Context: an optimization exercise on an open-source flow, tuned for small area, a short achievable clock period and few clock cycles. The choices shown serve that exercise and are no tape-out recipe. Only the layout flow was run in this run; the RTL was not checked for function there.

## design.v

```verilog
module alu_top(
    input wire clk,
    input wire reset,
    input wire [7:0] operand_a,
    input wire [7:0] operand_b,
    input wire [1:0] operation,
    input wire start,
    output reg [15:0] result,
    output wire ready,
    output reg overflow,
    output reg zero
);
    wire [7:0] a = operand_a;
    wire [7:0] b = operand_b;
    wire is_mul_in = operation[1] & ~operation[0];
    function [9:0] brow(input [7:0] m, input one, input two, input neg, input ext);
        reg [9:0] m1, m2;
        begin
            m1 = {{2{ext & m[7]}}, m};
            m2 = {ext & m[7], m, 1'b0};
            brow = (({10{one}} & m1) | ({10{two}} & m2)) ^ {10{neg}};
        end
    endfunction
    function [2:0] benc(input [2:0] x);
        benc = {x[1] ^ x[0], (x[2] & ~x[1] & ~x[0]) | (~x[2] & x[1] & x[0]), x[2]};
    endfunction
    reg busy;           
    reg is_div;         
    reg [1:0] cnt;      
    reg flag;           
    reg [7:0] M;        
    reg [16:0] W;       
    wire [2:0] e0 = benc({a[1:0], 1'b0});
    wire u1_one = is_mul_in ? e0[2] : 1'b1;
    wire u1_two = is_mul_in & e0[1];
    wire u1_neg = is_mul_in ? e0[0] : operation[0];
    wire [9:0] A1 = is_mul_in ? 10'd0 : {2'b00, a};
    wire [9:0] B1 = brow(b, u1_one, u1_two, u1_neg, is_mul_in);
    wire [10:0] S1 = {1'b0, A1} + {1'b0, B1} + {10'd0, u1_neg};
    wire [7:0] s = S1[7:0];
    wire as_ov = (a[7] == (b[7] ^ operation[0])) && (s[7] != a[7]);
    wire lt = S1[9];                                 
    wire lt2 = {1'b0, a} < {b, 1'b0};                
    wire [7:0] zx = a ^ b;
    wire s_zero = operation[0] ? (zx == 8'd0) : (zx == {a[6:0] | b[6:0], 1'b0});
    wire bz = (b == 8'd0);
    reg [5:0] t;
    always @(*) begin
        case ({a[7:5], b[2:0]})
            6'b000000: t = 6'b111000;
            6'b000001: t = 6'b000000;
            6'b000010: t = 6'b000000;
            6'b000011: t = 6'b000000;
            6'b000100: t = 6'b000000;
            6'b000101: t = 6'b000000;
            6'b000110: t = 6'b000000;
            6'b000111: t = 6'b000000;
            6'b001000: t = 6'b111001;
            6'b001001: t = 6'b001000;
            6'b001010: t = 6'b000001;
            6'b001011: t = 6'b000001;
            6'b001100: t = 6'b000001;
            6'b001101: t = 6'b000001;
            6'b001110: t = 6'b000001;
            6'b001111: t = 6'b000001;
            6'b010000: t = 6'b111010;
            6'b010001: t = 6'b010000;
            6'b010010: t = 6'b001000;
            6'b010011: t = 6'b000010;
            6'b010100: t = 6'b000010;
            6'b010101: t = 6'b000010;
            6'b010110: t = 6'b000010;
            6'b010111: t = 6'b000010;
            6'b011000: t = 6'b111011;
            6'b011001: t = 6'b011000;
            6'b011010: t = 6'b001001;
            6'b011011: t = 6'b001000;
            6'b011100: t = 6'b000011;
            6'b011101: t = 6'b000011;
            6'b011110: t = 6'b000011;
            6'b011111: t = 6'b000011;
            6'b100000: t = 6'b111100;
            6'b100001: t = 6'b100000;
            6'b100010: t = 6'b010000;
            6'b100011: t = 6'b001001;
            6'b100100: t = 6'b001000;
            6'b100101: t = 6'b000100;
            6'b100110: t = 6'b000100;
            6'b100111: t = 6'b000100;
            6'b101000: t = 6'b111101;
            6'b101001: t = 6'b101000;
            6'b101010: t = 6'b010001;
            6'b101011: t = 6'b001010;
            6'b101100: t = 6'b001001;
            6'b101101: t = 6'b001000;
            6'b101110: t = 6'b000101;
            6'b101111: t = 6'b000101;
            6'b110000: t = 6'b111110;
            6'b110001: t = 6'b110000;
            6'b110010: t = 6'b011000;
            6'b110011: t = 6'b010000;
            6'b110100: t = 6'b001010;
            6'b110101: t = 6'b001001;
            6'b110110: t = 6'b001000;
            6'b110111: t = 6'b000110;
            6'b111000: t = 6'b111111;
            6'b111001: t = 6'b111000;
            6'b111010: t = 6'b011001;
            6'b111011: t = 6'b010001;
            6'b111100: t = 6'b001011;
            6'b111101: t = 6'b001010;
            6'b111110: t = 6'b001001;
            6'b111111: t = 6'b001000;
            default: t = 6'b000000;
        endcase
    end
    wire bh = |b[7:3];
    wire q7 = ~bh & t[5];
    wire q6 = ~bh & t[4];
    wire q5 = ~bh & t[3];
    wire [2:0] r5 = bh ? a[7:5] : t[2:0];
    wire [2:0] e1 = benc(a[3:1]);
    wire u2_one = is_mul_in ? e1[2] : 1'b1;
    wire u2_two = is_mul_in & e1[1];
    wire u2_neg = is_mul_in ? e1[0] : 1'b1;
    wire [9:0] A2 = is_mul_in ? {{2{S1[9]}}, S1[9:2]} : {6'b0, r5, a[4]};
    wire [9:0] B2 = brow(b, u2_one, u2_two, u2_neg, is_mul_in);
    wire [10:0] S2 = {1'b0, A2} + {1'b0, B2} + {10'd0, u2_neg};
    wire [11:0] p01 = {S2[9:0], S1[1:0]};            
    wire q4 = ~S2[9];
    wire [7:0] r4 = q4 ? S2[7:0] : {4'b0, r5, a[4]};
    wire [7:0] R = W[15:8];
    wire [7:0] QL = W[7:0];
    wire [11:0] P = W[11:0];
    wire [4:0] ah = W[16:12];                        
    wire [2:0] e2 = benc(ah[2:0]);
    wire [2:0] e3 = benc(ah[4:2]);
    wire d1_one = is_div | e2[2];
    wire d1_two = ~is_div & e2[1];
    wire d1_neg = is_div | e2[0];
    wire [9:0] DA1 = is_div ? {1'b0, R, QL[7]} : {{2{P[11]}}, P[11:4]};
    wire [9:0] DB1 = brow(M, d1_one, d1_two, d1_neg, ~is_div);
    wire [10:0] T1 = {1'b0, DA1} + {1'b0, DB1} + {10'd0, d1_neg};
    wire qa = ~T1[9];
    wire [7:0] Ra = qa ? T1[7:0] : {R[6:0], QL[7]};
    wire d2_one = is_div | e3[2];
    wire d2_two = ~is_div & e3[1];
    wire d2_neg = is_div | e3[0];
    wire [9:0] DA2 = is_div ? {1'b0, Ra, QL[6]} : {{2{T1[9]}}, T1[9:2]};
    wire [9:0] DB2 = brow(M, d2_one, d2_two, d2_neg, ~is_div);
    wire [10:0] T2 = {1'b0, DA2} + {1'b0, DB2} + {10'd0, d2_neg};
    wire qb = ~T2[9];
    wire [7:0] Rb = qb ? T2[7:0] : {Ra[6:0], QL[6]};
    wire [15:0] div_res = {Rb, QL[5:0], qa, qb};
    wire [15:0] mul_res = {T2[9:0], T1[1:0], P[3:0]};
    wire fast = ~operation[1] | (operation[0] & lt2);
    wire last = busy & (~is_div | cnt[0]);
    assign ready = (start & fast) | last;
    always @(posedge clk or posedge reset) begin
        if (reset) busy <= 1'b0;
        else busy <= busy ? ~last : (start & ~fast);
    end
    always @(posedge clk) begin
        if (!busy) begin
            M <= b;
            is_div <= operation[0];
            cnt <= 2'd0;
            flag <= bz | (~operation[0] & (a == 8'd0));
            W <= operation[0] ? {1'b0, r4, a[3:0], q7, q6, q5, q4} : {a[7:3], p01};
        end else begin
            cnt <= cnt + 2'd1;
            W <= {1'b0, div_res};
        end
    end
    always @(*) begin
        if (busy) begin
            if (is_div) begin
                result = div_res;
                overflow = flag;
                zero = 1'b0;
            end else begin
                result = mul_res;
                overflow = 1'b0;
                zero = flag;
            end
        end else if (operation[1]) begin
            result = lt ? {a, 8'h00} : {s, 8'h01};
            overflow = 1'b0;
            zero = lt;
        end else begin
            result = {{8{s[7]}}, s};
            overflow = as_ov;
            zero = s_zero;
        end
    end
endmodule
```

## flow/run.sh

```bash
#!/bin/bash
# Standard layout, with the port buffers made of sky130_fd_sc_hd__buf_2 cells
# (buffer_ports otherwise picks the slow clkdlybuf4s50_1). Every port is still buffered.
set -euo pipefail
export BUFFER_PORTS_ARGS="-buffer_cell sky130_fd_sc_hd__buf_2"
bash standard.sh > standard.log 2>&1
```

## standard.sh

```bash
#!/bin/bash
# synth_recipe.tcl (not shown) runs the flow's synth.tcl, then flattens the netlist and writes it again
# the make line also repeats each setting of config.mk as NAME=value (left out here)
make -C /OpenROAD-flow-scripts/flow DESIGN_CONFIG=/design/flow/config.mk WORK_HOME=/design/flow/orfs CLKGATE_MAP_FILE= SYNTH_SCRIPT=/design/flow/synth_recipe.tcl "${@:-finish}"
```

## config.mk

```make
export PLATFORM = sky130hd
export DESIGN_NAME = alu_top
export DESIGN_NICKNAME = alu_top
export VERILOG_FILES = /design/flow/design.v
export SDC_FILE = /design/flow/constraint.sdc
export NUM_CORES = 4
export LEC_CHECK = 0
export ABC_AREA = 1
export CAP_MARGIN = 20
export CORE_MARGIN = 2
export CORE_UTILIZATION = 40
export SETUP_SLACK_MARGIN = 0.2
export SLEW_MARGIN = 20
```

## constraint.sdc

```tcl
create_clock -name core_clock -period 7.0 [get_ports {clk}]
set_input_delay 1.4000 -clock core_clock [delete_from_list [all_inputs] [get_ports {clk}]]
set_output_delay 1.4000 -clock core_clock [all_outputs]
set_load 0.01 [all_outputs]
```

==> flow_summary.json <==
{
  "ff_latch_count_synth": 29,
  "setup.worst_path.start_class": "flop",
  "layout.filler_cells": 1450,
  "ys_seq_area_frac": 0.127,
  "chipWidth_um": 120,
  "yosys-top-cells-area": "sky130_fd_sc_hd__nand2_1 (16%), sky130_fd_sc_hd__ha_1 (12%), sky130_fd_sc_hd__inv_1 (7.6%)",
  "synth-compound-area-share": 0.225,
  "iter_0_drt_violations": 395,
  "seqCellArea_um2": 689,
  "finalCriticalPeriod_ps": 6360,
  "syn-mean-instance-area_um2": 6.21,
  "io_pins": 40,
  "final-setup-viol-count": 0,
  "worst-endpoint-arrival_ps": 4960,
  "slew_violations": 0,
  "final.setup.tns_ps": 0,
  "ys_types": 53,
  "cts_made_buffers": 5,
  "clock-skew-final_ps": 5.19,
  "max_slew.worst_pin.slew_ps": 674,
  "chipHeight_um": 120,
  "detailedRoute.firstPassIterationCount": 5,
  "critical_path.slowest_cell": "sky130_fd_sc_hd__edfxtp_1",
  "critical_path.most_common_cell": "sky130_fd_sc_hd__nand2_1",
  "max_clock_freq_mhz": 157,
  "worst_slew_margin_rel": 0.549,
  "dr_vias": 5919,
  "slowest_delay_ps": 510,
  "cts_max_path_buffers": 2,
  "clock_insertion_delay_worst_skew_ps": 270,
  "ys.warnings.count": 1,
  "synth.net_count": 945,
  "post_drt_wl_per_cell_um": 17.0,
  "synthCells": 870,
  "count_of_antenna_diodes_in_the_layout": 0,
  "synthDominantAreaCellType": "sky130_fd_sc_hd__nand2_1",
  "dominant_combinational_cell_family_by_area_after_synthesis": "simple AND/OR/NAND/NOR gates",
  "number_of_rows_created_at_floorplan": 42,
  "synth.top_cell.area_share": 0.159,
  "via_per_inst": 5.50,
  "worst_setup_path_end_kind": "output port",
  "grt_first_pass_wirelength_mm": 28.9,
  "drc": 0,
  "multi_input_area_um2": 4190,
  "ctsHtreeMaxLevel": 2,
  "instances_no_fill": 1076,
  "clock_slew_seen_by_the_registers_of_the_worst_setup_and_hold_paths_ps": 50,
  "grt_pass1_vias": 5582,
  "fin_crit_sh": 0.908,
  "timing.critical_path.fanout_max": 17,
  "placed_cells_incl_taps": 1066,
  "port_buffers": 39,
  "clock_tree_from_tritoncts": "built",
  "layout.nets": 974,
  "drtAntennaViolNets": 0,
  "largest_net_degree_at_the_start_of_global_routing": 36,
  "post_synth_fa_ha_maj_area_fraction": 0.131,
  "run_status": "complete, no violations",
  "timing_hold_violations_final": 0,
  "rsz0062_at_grt": "false",
  "synth_flop_cell": "sky130_fd_sc_hd__dfxtp_1",
  "place_hpwl_mm": 14.9,
  "die_area_um2": 14400,
  "global_route.usage.total": 0.254,
  "start_util": 0.409,
  "synth-async-reset-ratio": 0.0345,
  "critical_path_required_ps": 5600,
  "gp_congestion": 0.936,
  "routed_wl_mm": 18.3,
  "post_route_cells_drive_above_1_share": 0.122,
  "critPathKind": "reg2out",
  "hold_path.class": "reg2reg",
  "synth-simple-area-share": 0.316,
  "synth_mux_area_frac": 0,
  "numClockSinks": 29,
  "grt_antenna_before_repair": 0,
  "synthesis.area_um2": 5400,
  "share_of_the_synthesized_netlist_area_taken_by_xor_and_xnor_gates": 0.0955,
  "syn_to_layout_area_delta_pct": 10.7,
  "core-area_um2": 13200,
  "number_of_synthesized_flops_with_an_enable_pin": 10,
  "globalRouteOverflowTotal": 0,
  "cts-root-buf": "sky130_fd_sc_hd__clkbuf_16",
  "maxCapViolations": 0
}
==> per-layer routing <==
metal | global-route usage | share of wire | vias to the layer above
met5 | 0 | 0 | -
met4 | 0.106 | 0.039 | 0
met1 | 0.327 | 0.44 | 2688
met3 | 0.0193 | 0.042 | 44
met2 | 0.437 | 0.48 | 194
li1 | - | - | 2993
==> worst paths after layout <==
check	from	end	slack [ps]	depth (start not counted)
setup reg to reg	is_div	W[15]	2330	27
min in group asynchronous	reset	busy	950	2
max in group asynchronous	reset	busy	5960	2
hold / removal	cnt[0]	cnt[0]	410	1
setup / recovery	is_div	result[14]	640	30
hold reg to reg	cnt[0]	cnt[0]	410	1
==> worst max-delay path: cells and delay by family (launching register included) <==
family / cells / cell delay [ps]
and+or+nand+nor: 11 / 1050
xor gates and xnor gates: 2 / 340
AOI/OAI and AO/OA: 10 / 1330
DFF: 1 / 510
buffers and inverters: 5 / 570
adders and majority gates: 2 / 890
==> layout make-up <==
type | count | share of cell area
Sequential cell | 29 | 0.115
Multi-Input combinational cell | 696 | 0.700
Clock inverter | 3 | 0.00691
Timing Repair Buffer | 48 | 0.0446
Inverter | 119 | 0.0752
Clock buffer | 5 | 0.0209
Tap cell | 176 | 0.0368
==> Yosys cell counts, types with 5 or more instances <==
cell type and count:
sky130_fd_sc_hd__xnor2_1 12, sky130_fd_sc_hd__a22oi_1 13, sky130_fd_sc_hd__nand2_1 229, sky130_fd_sc_hd__a21oi_1 44, sky130_fd_sc_hd__o21ai_0 58, sky130_fd_sc_hd__nand4_1 8, sky130_fd_sc_hd__dfxtp_1 18, sky130_fd_sc_hd__o21ai_1 7
sky130_fd_sc_hd__inv_2 8, sky130_fd_sc_hd__nor2_1 46, sky130_fd_sc_hd__o22ai_1 30, sky130_fd_sc_hd__o211ai_1 10, sky130_fd_sc_hd__inv_1 109, sky130_fd_sc_hd__nand3_1 66, sky130_fd_sc_hd__nand3_2 6, sky130_fd_sc_hd__clkbuf_1 14
sky130_fd_sc_hd__xor2_1 45, sky130_fd_sc_hd__nand2_2 10, sky130_fd_sc_hd__ha_1 50, sky130_fd_sc_hd__edfxtp_1 10, sky130_fd_sc_hd__nand2_4 5
==> cells by family (layout without fill, tap and decap cells) <==
| group | Yosys count | after routing |
|---|---|---|
| DFF | 29 | 29 |
| buffers and inverters | 145 | 175 |
| adders and majority gates | 54 | 54 |
| AOI/OAI and AO/OA | 199 | 199 |
| and+or+nand+nor | 385 | 385 |
| xor gates and xnor gates | 58 | 58 |
==> timing repair <==
action	CTS	global route
setup endpoints to repair	0	9
buffers inserted	0	2
hold buffers	0	0
resized for setup	0	23
==> registers in the layout (all words and copies together), names as in the netlist <==
signal / count
M: 8
flag: 1
is_div: 1
busy: 1
W: 17
cnt: 1
==> cells in the final DEF (no fill, tap or decap), drive strengths merged, types with 5 or more instances in the layout <==
cell type | netlist | final
nand2 | 244 | 244
inv | 117 | 117
nand3 | 74 | 74
o21ai | 69 | 69
ha | 50 | 50
nor2 | 48 | 48
buf | 12 | 48
xor2 | 46 | 46
a21oi | 46 | 46
o22ai | 30 | 30
dfxtp | 18 | 18
a22oi | 13 | 13
xnor2 | 12 | 12
edfxtp | 10 | 10
o211ai | 10 | 10
nand4 | 8 | 8
clkbuf | 14 | 5
==> per-stage QoR <==
stage | utilization | setup slack, ps | area (um2) | hold slack (ps)
global route | 0.453 | 210 | 5980 | 453
CTS | 0.448 | 433 | 5910 | 420
floorplan | - | 1450 | 5400 | 387
finish | 0.453 | 643 | 5980 | 413
global placement | 0.435 | 614 | 5740 | 393
detailed placement | 0.435 | 591 | 5740 | 412

==> what the ideal ports hide <==
How much do the figures lean on ideal ports? The routed layout below was timed once more, with nothing changed but the port constraints. Step 1 (the two cells are an assumption about what drives the block):
set clk [get_ports {clk}]
set_driving_cell -lib_cell sky130_fd_sc_hd__clkbuf_16 $clk
set_driving_cell -lib_cell sky130_fd_sc_hd__buf_2 [delete_from_list [all_inputs] $clk]
Step 2 moves the port delays by t, midway between the first and last clock arrival at a register: inputs arrive t later, outputs are due t later. That takes back most of the time a late clock gives input paths. Three values: ideal, step 1, step 2; two values: the first two.
shift t [ns]: 0.304
setup slack, ns: 0.643 / 0.609 / 0.659
worst hold slack (ns): 0.413 / 0.413 / 0.413
worst register clock-pin slew, ns: 0.05 / 0.05
After both steps this run still meets setup and hold. For this run, drivers alone change the setup slack by -0.034 ns; drivers and shift together by +0.016 ns.
